Source: an optimization exercise on an open RTL-to-GDS flow (aim: small area). Production flows keep margins and buffers that such runs may drop.
In this exercise RTL edits were held to simulation tests only and were not proved equivalent to the original.
No driver is modelled on the clock port, so clock power and skew are understated where the tree is cut down; a real chip needs a root buffer or a tree.
Power and IR drop assume default switching activity.

==> inputs of job 2350 <==
==> flow/design.v <==
module MINI_LCD_WATCH(CLK,RESETN,
LCD_RS,LCD_RW,LCD_DATA,PIEZO,
   KEY1,KEY2,KEY3,KEY4,KEY5,KEY6,KEY7,KEY8,KEY9
);
input CLK,RESETN;
input KEY1,KEY2,KEY3,KEY4,KEY5,KEY6,KEY7,KEY8,KEY9;
output LCD_RS, LCD_RW;
output [7:0] LCD_DATA;
output PIEZO;
wire rst = ~RESETN;
wire tick;
reg [16:0] cnt;
always @(posedge CLK)
	if (rst | tick) cnt <= 17'd43690;
	else cnt <= {~cnt[15:0], (cnt[16] ^ cnt[13])};
assign tick = (cnt == 17'd65217);
reg mode;
always @(posedge CLK)
	if (rst) mode <= 1'b0;
	else if (tick & KEY9) mode <= ~mode;
function [3:0] up1; input [3:0] q; up1 = (q == 4'd9) ? 4'd0 : q + 4'd1; endfunction
function [3:0] up2; input [3:0] q; up2 = (q == 4'd9) ? 4'd1 : (q == 4'd8) ? 4'd0 : q + 4'd2; endfunction
function [3:0] dn1; input [3:0] q; dn1 = (q == 4'd0) ? 4'd9 : q - 4'd1; endfunction
function is9; input [3:0] q; is9 = q[3] & q[0]; endfunction
function is89; input [3:0] q; is89 = q[3]; endfunction
function is0; input [3:0] q; is0 = ~q[3] & ~q[2] & ~q[1] & ~q[0]; endfunction
reg [3:0] so, mo, amo;
reg [2:0] st, mt, amt;
reg [4:0] hr, ahr;
wire cm = ~mode & tick;
wire am = mode & tick;
wire s59 = st[2] & ~st[1] & is9(so);
wire m59 = mt[2] & ~mt[1] & is9(mo);
wire su2 = cm & KEY5 & ~KEY6;
wire su0 = cm & KEY6 & ~KEY5;
wire su1 = tick & ~su2 & ~su0;
wire sc = su1 & is9(so) | su2 & is89(so);
wire mu = cm & KEY3, md = cm & KEY4, mc = tick & s59;
wire mu2 = mu & mc & ~md;
wire md1 = md & ~mu & ~mc;
wire mu1 = tick & ((mu ^ mc ^ md) & ~md1);
wire mcu = mu1 & is9(mo) | mu2 & is89(mo);
wire mcd = md1 & is0(mo);
wire hu = cm & KEY1, hd = cm & KEY2, hc = tick & s59 & m59;
wire hu2 = hu & hc & ~hd;
wire hd1 = hd & ~hu & ~hc;
wire hu1 = tick & ((hu ^ hc ^ hd) & ~hd1);
wire amu = am & KEY8;
wire amc = amu & is9(amo);
wire ahu = am & KEY7;
always @(posedge CLK)
	if (rst) begin
		so <= 4'd0; st <= 3'd0; mo <= 4'd0; mt <= 3'd0; hr <= 5'd0;
		amo <= 4'd0; amt <= 3'd0; ahr <= 5'd0;
	end else begin
		so <= su2 ? up2(so) : su1 ? up1(so) : so;
		if (sc) st <= {st[1:0], ~st[2]};
		mo <= mu2 ? up2(mo) : mu1 ? up1(mo) : md1 ? dn1(mo) : mo;
		mt <= mcu ? {mt[1:0], ~mt[2]} : mcd ? {~mt[0], mt[2:1]} : mt;
		if (hu2) hr <= (hr == 5'd22) ? 5'd0 : (hr == 5'd23) ? 5'd1 : hr + 5'd2;
		else if (hu1) hr <= (hr == 5'd23) ? 5'd0 : hr + 5'd1;
		else if (hd1) hr <= (hr == 5'd0) ? 5'd23 : hr - 5'd1;
		if (amu) amo <= up1(amo);
		if (amc) amt <= {amt[1:0], ~amt[2]};
		if (ahu) ahr <= (ahr == 5'd23) ? 5'd0 : ahr + 5'd1;
	end
wire eq = (hr == ahr) & (mo == amo) & (mt == amt);
wire send;
reg buff;
reg [7:0] scnt;
always @(posedge CLK)
	if (rst | ~eq | send) scnt <= 8'd170;
	else scnt <= {~scnt[6:0], (scnt[7] ^ scnt[4])};
assign send = (scnt == 8'd127);
always @(posedge CLK)
	if (rst) buff <= 1'b0;
	else if (~eq | send) buff <= ~buff;
assign PIEZO = buff;
reg [4:0] c;
reg [2:0] g;
wire loop = g[2] & g[1];
wire cend = loop ? (c[4] & c[2]) : (c[4] & c[3] & c[2] & c[1]);    
always @(posedge CLK)
	if (rst) begin
		c <= 5'd21; g <= 3'd0;
	end else begin
		c <= cend ? 5'd0 : c + 1'b1;
		if (cend) g <= loop ? {2'b11, ~g[0]} : g + 1'b1;
	end
wire [3:0] ones = (c == 5'd7 || c == 5'd8) ? (mode ? amo : mo) : so;
wire [2:0] tj = (c == 5'd7 || c == 5'd8) ? (mode ? amt : mt) : st;
reg [3:0] tens;
always @* begin
	case (tj)
		3'b000: tens = 4'd0; 3'b001: tens = 4'd1; 3'b011: tens = 4'd2;
		3'b111: tens = 4'd3; 3'b110: tens = 4'd4; default: tens = 4'd5;
	endcase
end
wire [4:0] hx = mode ? ahr : hr;
wire [1:0] hten = (hx >= 5'd20) ? 2'd2 : (hx >= 5'd10) ? 2'd1 : 2'd0;
wire [3:0] hone = hx - ((hx >= 5'd20) ? 5'd20 : (hx >= 5'd10) ? 5'd10 : 5'd0);
reg [3:0] nib;
reg [3:0] nn;
always @* begin
	case (c)
		5'd0, 5'd15: nn = {1'b1, ~mode, 1'b0, ~mode};    
		5'd4: nn = {2'b00, hten};
		5'd5: nn = hone;
		5'd7, 5'd10: nn = tens;
		5'd8, 5'd11: nn = ones;
		5'd6, 5'd9: nn = 4'hA;                         
		5'd16, 5'd17, 5'd18, 5'd19: nn = 4'h5;         
		default: nn = 4'h0;
	endcase
end
always @(posedge CLK) nib <= nn;
reg rs, rw;
reg [3:0] hi, lo;
always @* begin
	case (g)
		3'd3, 3'd4: lo = 4'hC;                                 
		3'd5: lo = 4'h6;                                       
		3'd6: lo = nib;
		default: lo = 4'h0;
	endcase
end
always @* begin
	rs = 1'b0; rw = 1'b0; hi = 4'h0;
	case (g)
		3'd0, 3'd1, 3'd2: begin rs = 1'b1; rw = 1'b1; end    
		3'd3: hi = 4'h3;
		3'd4, 3'd5: hi = 4'h0;
		3'd7: begin rs = (c != 5'd0); hi = (c == 5'd0) ? 4'hC : 4'h2; end
		default: begin
			rs = (c != 5'd0);
			case (c)
				5'd0: hi = 4'h8;
				5'd1, 5'd16: hi = 4'h9;
				5'd2, 5'd3, 5'd4, 5'd13, 5'd14, 5'd15: hi = 4'h2;
				5'd5, 5'd6, 5'd7, 5'd8, 5'd9, 5'd10, 5'd11, 5'd12: hi = 4'h3;
				default: hi = 4'h6;
			endcase
		end
	endcase
end
assign LCD_RS = rs;
assign LCD_RW = rw;
assign LCD_DATA = {hi, lo};
endmodule
==> flow/flow/run.sh <==
#!/bin/bash
# Layout flow: the standard ORFS flow, with these changes to how the layout is made:
#  - synthesis maps the logic with flow/own_abc.tcl instead of ORFS's abc_area.script: ABC
#    runs deepsyn with several seeds followed by area mapping, and the smallest result is
#    kept; everything else in synthesis (register mapping, flattening and renaming in
#    synth_recipe.tcl) is unchanged;
#  - extra ORFS make variables from flow/make_vars.txt (one NAME=VALUE per line): no adder
#    cells in synthesis, no CTS dummy loads, buf_1 port buffers;
#  - after CTS, flow/clktree.tcl replaces the clock tree with three clkbuf_16 buffers fed by
#    the clock port, each driving the flip-flops of one vertical slice of the die (the
#    buffers are the same cell, so every register's clock sees the same buffer delay).
# Each tool's output goes to its own log in this folder (and ORFS's logs under orfs/logs).
set -euo pipefail
W=$PWD
R=$W/orfs/results/$FLOW_PLATFORM/MINI_LCD_WATCH/base
sed "s#log_cmd abc {\*}\$abc_args#source $W/flow/own_abc.tcl; own_abc {*}[lrange \$abc_args 2 end]#" \
  "$FLOW_HOME/scripts/synth.tcl" > "$W/own_synth_core.tcl"
grep -q "own_abc {" "$W/own_synth_core.tcl"
sed "s#source \$::env(SCRIPTS_DIR)/synth.tcl#source $W/own_synth_core.tcl#" synth_recipe.tcl > "$W/own_synth.tcl"
grep -q "own_synth_core.tcl" "$W/own_synth.tcl"
EXTRA=()
if [[ -f flow/make_vars.txt ]]; then
  while IFS= read -r line; do [[ -n "$line" ]] && EXTRA+=("$line"); done < flow/make_vars.txt
fi
sed "s#SYNTH_SCRIPT=[^ ]*#SYNTH_SCRIPT=$W/own_synth.tcl#" standard.sh > "$W/own_standard.sh"
grep -q "own_synth.tcl" "$W/own_standard.sh"
mkdir -p "$W/own_abc"
export OWN_ABC_DIR="$W/own_abc" OWN_ABC_SEEDS="1 2 3 4 5 6 7 8" OWN_ABC_TIME=30
bash "$W/own_standard.sh" "$R/4_cts.odb" "${EXTRA[@]}" > "$W/make_to_cts.log" 2>&1
cat > "$W/clktree_run.tcl" <<EOT
read_db $R/4_cts.odb
source $W/flow/clktree.tcl
write_db $R/4_cts.odb
EOT
CT_NLEAF=3 CT_BUF=sky130_fd_sc_hd__clkbuf_16 openroad -no_init -exit "$W/clktree_run.tcl" > "$W/clktree.log" 2>&1
grep -q "leaf 2 drives" "$W/clktree.log"
bash "$W/own_standard.sh" finish "${EXTRA[@]}" > "$W/make_finish.log" 2>&1
==> flow/flow/clktree.tcl <==
# Rebuild the clock tree of a placed design: N clkbuf_16 buffers fed by the clock port,
# each driving the flip-flops of one vertical slice of the die.
set nleaf $::env(CT_NLEAF)
set bufname $::env(CT_BUF)
set db [ord::get_db]
set block [[$db getChip] getBlock]
set clkport_net [$block findNet CLK]
set master [$db findMaster $bufname]
# flip-flop clock pins and old clock buffers
set sinks {}
set oldbufs {}
foreach inst [$block getInsts] {
  set m [[$inst getMaster] getName]
  if {[string match "sky130_fd_sc_hd__df*" $m]} {
    lappend sinks [$inst findITerm CLK]
  } elseif {[string match "clkbuf_*_CLK" [$inst getName]]} {
    lappend oldbufs $inst
  }
}
puts "clktree: [llength $sinks] sinks, [llength $oldbufs] old buffers"
set oldnets {}
foreach b $oldbufs {
  set o [$b findITerm X]
  set n [$o getNet]
  if {$n ne "NULL"} { lappend oldnets $n }
}
foreach s $sinks { $s disconnect }
foreach b $oldbufs { odb::dbInst_destroy $b }
foreach n $oldnets { if {[llength [$n getITerms]] == 0} { odb::dbNet_destroy $n } }
# sort sinks by x and split into nleaf groups
set xs {}
foreach s $sinks {
  set inst [$s getInst]
  set loc [$inst getLocation]
  lappend xs [list [lindex $loc 0] [lindex $loc 1] $s]
}
set xs [lsort -integer -index 0 $xs]
set per [expr {int(ceil([llength $xs] / double($nleaf)))}]
for {set i 0} {$i < $nleaf} {incr i} {
  set grp [lrange $xs [expr {$i * $per}] [expr {($i + 1) * $per - 1}]]
  if {[llength $grp] == 0} { continue }
  set net [odb::dbNet_create $block "clknet_leaf_$i"]
  $net setSigType CLOCK
  set buf [odb::dbInst_create $block $master "clkbuf_leaf_$i"]
  [$buf findITerm A] connect $clkport_net
  [$buf findITerm X] connect $net
  set sx 0; set sy 0
  foreach e $grp { incr sx [lindex $e 0]; incr sy [lindex $e 1]; [lindex $e 2] connect $net }
  set n [llength $grp]
  $buf setLocation [expr {$sx / $n}] [expr {$sy / $n}]
  $buf setPlacementStatus PLACED
  foreach mt [[$buf getMaster] getMTerms] {
    if {[$mt getSigType] eq "POWER"} { [$buf findITerm [$mt getName]] connect [$block findNet VDD] }
    if {[$mt getSigType] eq "GROUND"} { [$buf findITerm [$mt getName]] connect [$block findNet VSS] }
  }
  puts "clktree: leaf $i drives $n sinks"
}
detailed_placement
check_placement
==> flow/flow/make_vars.txt <==
ADDER_MAP_FILE=
CTS_ARGS=-sink_clustering_enable -repair_clock_nets -dont_use_dummy_load
BUFFER_PORTS_ARGS=-buffer_cell sky130_fd_sc_hd__buf_1
==> flow/flow/own_abc.tcl <==
# own_abc ARGS...: map the design's logic with ABC several times (deepsyn with different
# seeds, then area mapping) and keep the smallest result. ARGS are ORFS's abc arguments
# without -script.
proc own_abc {args} {
  global lib_args
  design -save own_abc_in
  set best -1
  set best_area 0
  foreach s $::env(OWN_ABC_SEEDS) {
    design -load own_abc_in
    set fn $::env(OWN_ABC_DIR)/own_abc_$s.script
    set f [open $fn w]
    puts $f "strash\n&get -n\n&deepsyn -T $::env(OWN_ABC_TIME) -S $s\n&put\ndch -f\namap -F 20 -A 30"
    close $f
    abc -script $fn {*}$args
    set st [tee -q -s result.string stat {*}$lib_args]
    if {![regexp {Chip area for module[^:]*:\s*([0-9.]+)} $st -> area]} { error "own_abc: no area" }
    puts "own_abc: seed $s area $area"
    if {$best < 0 || $area < $best_area} {
      set best $s
      set best_area $area
      design -save own_abc_best
    }
  }
  design -load own_abc_best
  puts "own_abc: chose seed $best area $best_area"
}
==> flow/standard.sh <==
#!/bin/bash
# synth_recipe.tcl (not shown) runs the flow's synth.tcl, then flattens the netlist and writes it again
# the make line also repeats each setting of config.mk as NAME=value (left out here)
make -C /OpenROAD-flow-scripts/flow DESIGN_CONFIG=/design/flow/config.mk WORK_HOME=/design/flow/orfs CLKGATE_MAP_FILE= SYNTH_SCRIPT=/design/flow/synth_recipe.tcl "${@:-finish}"
==> flow/config.mk <==
export PLATFORM = sky130hd
export DESIGN_NAME = MINI_LCD_WATCH
export DESIGN_NICKNAME = MINI_LCD_WATCH
export VERILOG_FILES = /design/flow/design.v
export SDC_FILE = /design/flow/constraint.sdc
export NUM_CORES = 4
export LEC_CHECK = 0
export CAP_MARGIN = 20
export CORE_MARGIN = 2
export CORE_UTILIZATION = 40
export SLEW_MARGIN = 20
==> flow/constraint.sdc <==
create_clock -name core_clock -period 10.0 [get_ports {CLK}]
set_input_delay 2.0000 -clock core_clock [delete_from_list [all_inputs] [get_ports {CLK}]]
set_output_delay 2.0000 -clock core_clock [all_outputs]
set_load 0.01 [all_outputs]
==> job 2802: changes against job 2350 <==
==> flow/flow/run.sh (replaced) <==
#!/bin/bash
# Layout flow: the standard ORFS flow, with two changes to how the netlist is made:
#  - synthesis maps the logic with the ABC script flow/area.abc (area-oriented) instead of
#    ORFS's abc_area.script; everything else in synthesis (including the register mapping,
#    flattening and renaming in synth_recipe.tcl) is unchanged;
#  - extra ORFS make variables from flow/make_vars.txt (one NAME=VALUE per line).
# Each tool's output goes to its own log in this folder (and ORFS's logs under orfs/logs).
set -euo pipefail
W=$PWD
sed "s#log_cmd abc {\*}\$abc_args#log_cmd abc -script $W/flow/area.abc {*}[lrange \$abc_args 2 end]#" \
  "$FLOW_HOME/scripts/synth.tcl" > "$W/own_synth_core.tcl"
grep -q "flow/area.abc" "$W/own_synth_core.tcl"
sed "s#source \$::env(SCRIPTS_DIR)/synth.tcl#source $W/own_synth_core.tcl#" synth_recipe.tcl > "$W/own_synth.tcl"
grep -q "own_synth_core.tcl" "$W/own_synth.tcl"
EXTRA=()
if [[ -f flow/make_vars.txt ]]; then
  while IFS= read -r line; do [[ -n "$line" ]] && EXTRA+=("$line"); done < flow/make_vars.txt
fi
sed "s#SYNTH_SCRIPT=[^ ]*#SYNTH_SCRIPT=$W/own_synth.tcl#" standard.sh > "$W/own_standard.sh"
grep -q "own_synth.tcl" "$W/own_standard.sh"
bash "$W/own_standard.sh" finish "${EXTRA[@]}" > "$W/make_finish.log" 2>&1
==> flow/flow/area.abc (new file) <==
strash
&get -n
&deepsyn -T 60
&put
dch -f
amap -F 20 -A 30
Settings changed: CORE_UTILIZATION 40 to 65.
removed: flow/flow/clktree.tcl
removed: flow/flow/own_abc.tcl
==> summary.txt <==
Net Count, Synth: job 2350 411; job 2802 430
Total buffers and inverters traversed by the critical path: job 2350 5; job 2802 2
Area of the multi-input gates: job 2350 1510 um2; job 2802 1540 um2
Clock-pin slew on the worst setup and hold paths: job 2350 90 ps; job 2802 70 ps
Final #Nets: job 2350 440; job 2802 463
Utilization of the core after routing: job 2350 45.0%; job 2802 73.8%
Critical path's largest stage delay: job 2350 430 ps; job 2802 440 ps
Transition time at the pin with the least slew margin: job 2350 912 ps; job 2802 915 ps
Period utilisation layout: job 2350 42.1%; job 2802 45.0%
Highest fanout seen on the critical path: job 2350 25; job 2802 6
Number of cells on the critical path: job 2350 9; job 2802 8
Critical R2R Launch: job 2350 cnt[8]; job 2802 cnt[2]
Post-synthesis sequential area ratio: job 2350 44.6%; job 2802 43.9%
Worst Setup Slack post-DPL: job 2350 5700 ps; job 2802 5540 ps
Launch point of the worst path: job 2350 RESETN; job 2802 c[1]
Met1 demand-to-capacity share in global routing: job 2350 26.0%; job 2802 41.0%
Result of the run: job 2350 no timing/DRC/antenna violations; job 2802 no timing/DRC/antenna violations
Capture point of the critical path: job 2350 mt[2]; job 2802 LCD_DATA[5]
Startpoint type of the worst setup path: job 2350 input pin; job 2802 flip-flop
Internal power component: job 2350 0.000348 W; job 2802 0.000376 W
Area share of xor/xnor cells in the synthesized design: job 2350 0%; job 2802 0.274%
Reg2Reg Setup Slack: job 2350 5860 ps; job 2802 6260 ps
Total global-route track usage: job 2350 19.1%; job 2802 31.3%
DIE HEIGHT: job 2350 92.6 um; job 2802 74.1 um
Routed wire length: job 2350 7970 um; job 2802 7930 um
Category of the most critical setup path: job 2350 in -> reg; job 2802 reg -> out
The clock cells of job 2350 come from the design's own scripts or RTL, not from TritonCTS.

-- what the ideal ports hide --
How much do the figures lean on ideal ports? The routed layouts below were timed once more, with nothing changed but the port constraints. Step 1, drivers: a clkbuf_16 drives CLK and a buf_2 each remaining input, both assumed. Step 2 moves the port delays by t, midway between the first and last clock arrival at a register: inputs arrive t later, outputs are due t later. That takes back most of the time a late clock gives input paths. Three values: ideal, step 1, step 2; two values: the first two.
run | t, ns | slack for setup (ns) | worst hold slack (ns) | latest minus earliest clock arrival (ns) | worst slew at a driven data input, ns
job 2350 | 0.209 | 5.790 / 5.824 / 5.614 | 0.387 / 0.387 / 0.387 | 0.006 / 0.005 | 0.03
job 2802 | 0.368 | 5.504 / 5.475 / 5.492 | 0.404 / 0.404 / 0.404 | 0.018 / 0.018 | 0.03
After both steps every run listed still meets setup and hold. For job 2350, which loses most, drivers alone change the setup slack by +0.034 ns; drivers and shift together by -0.176 ns.
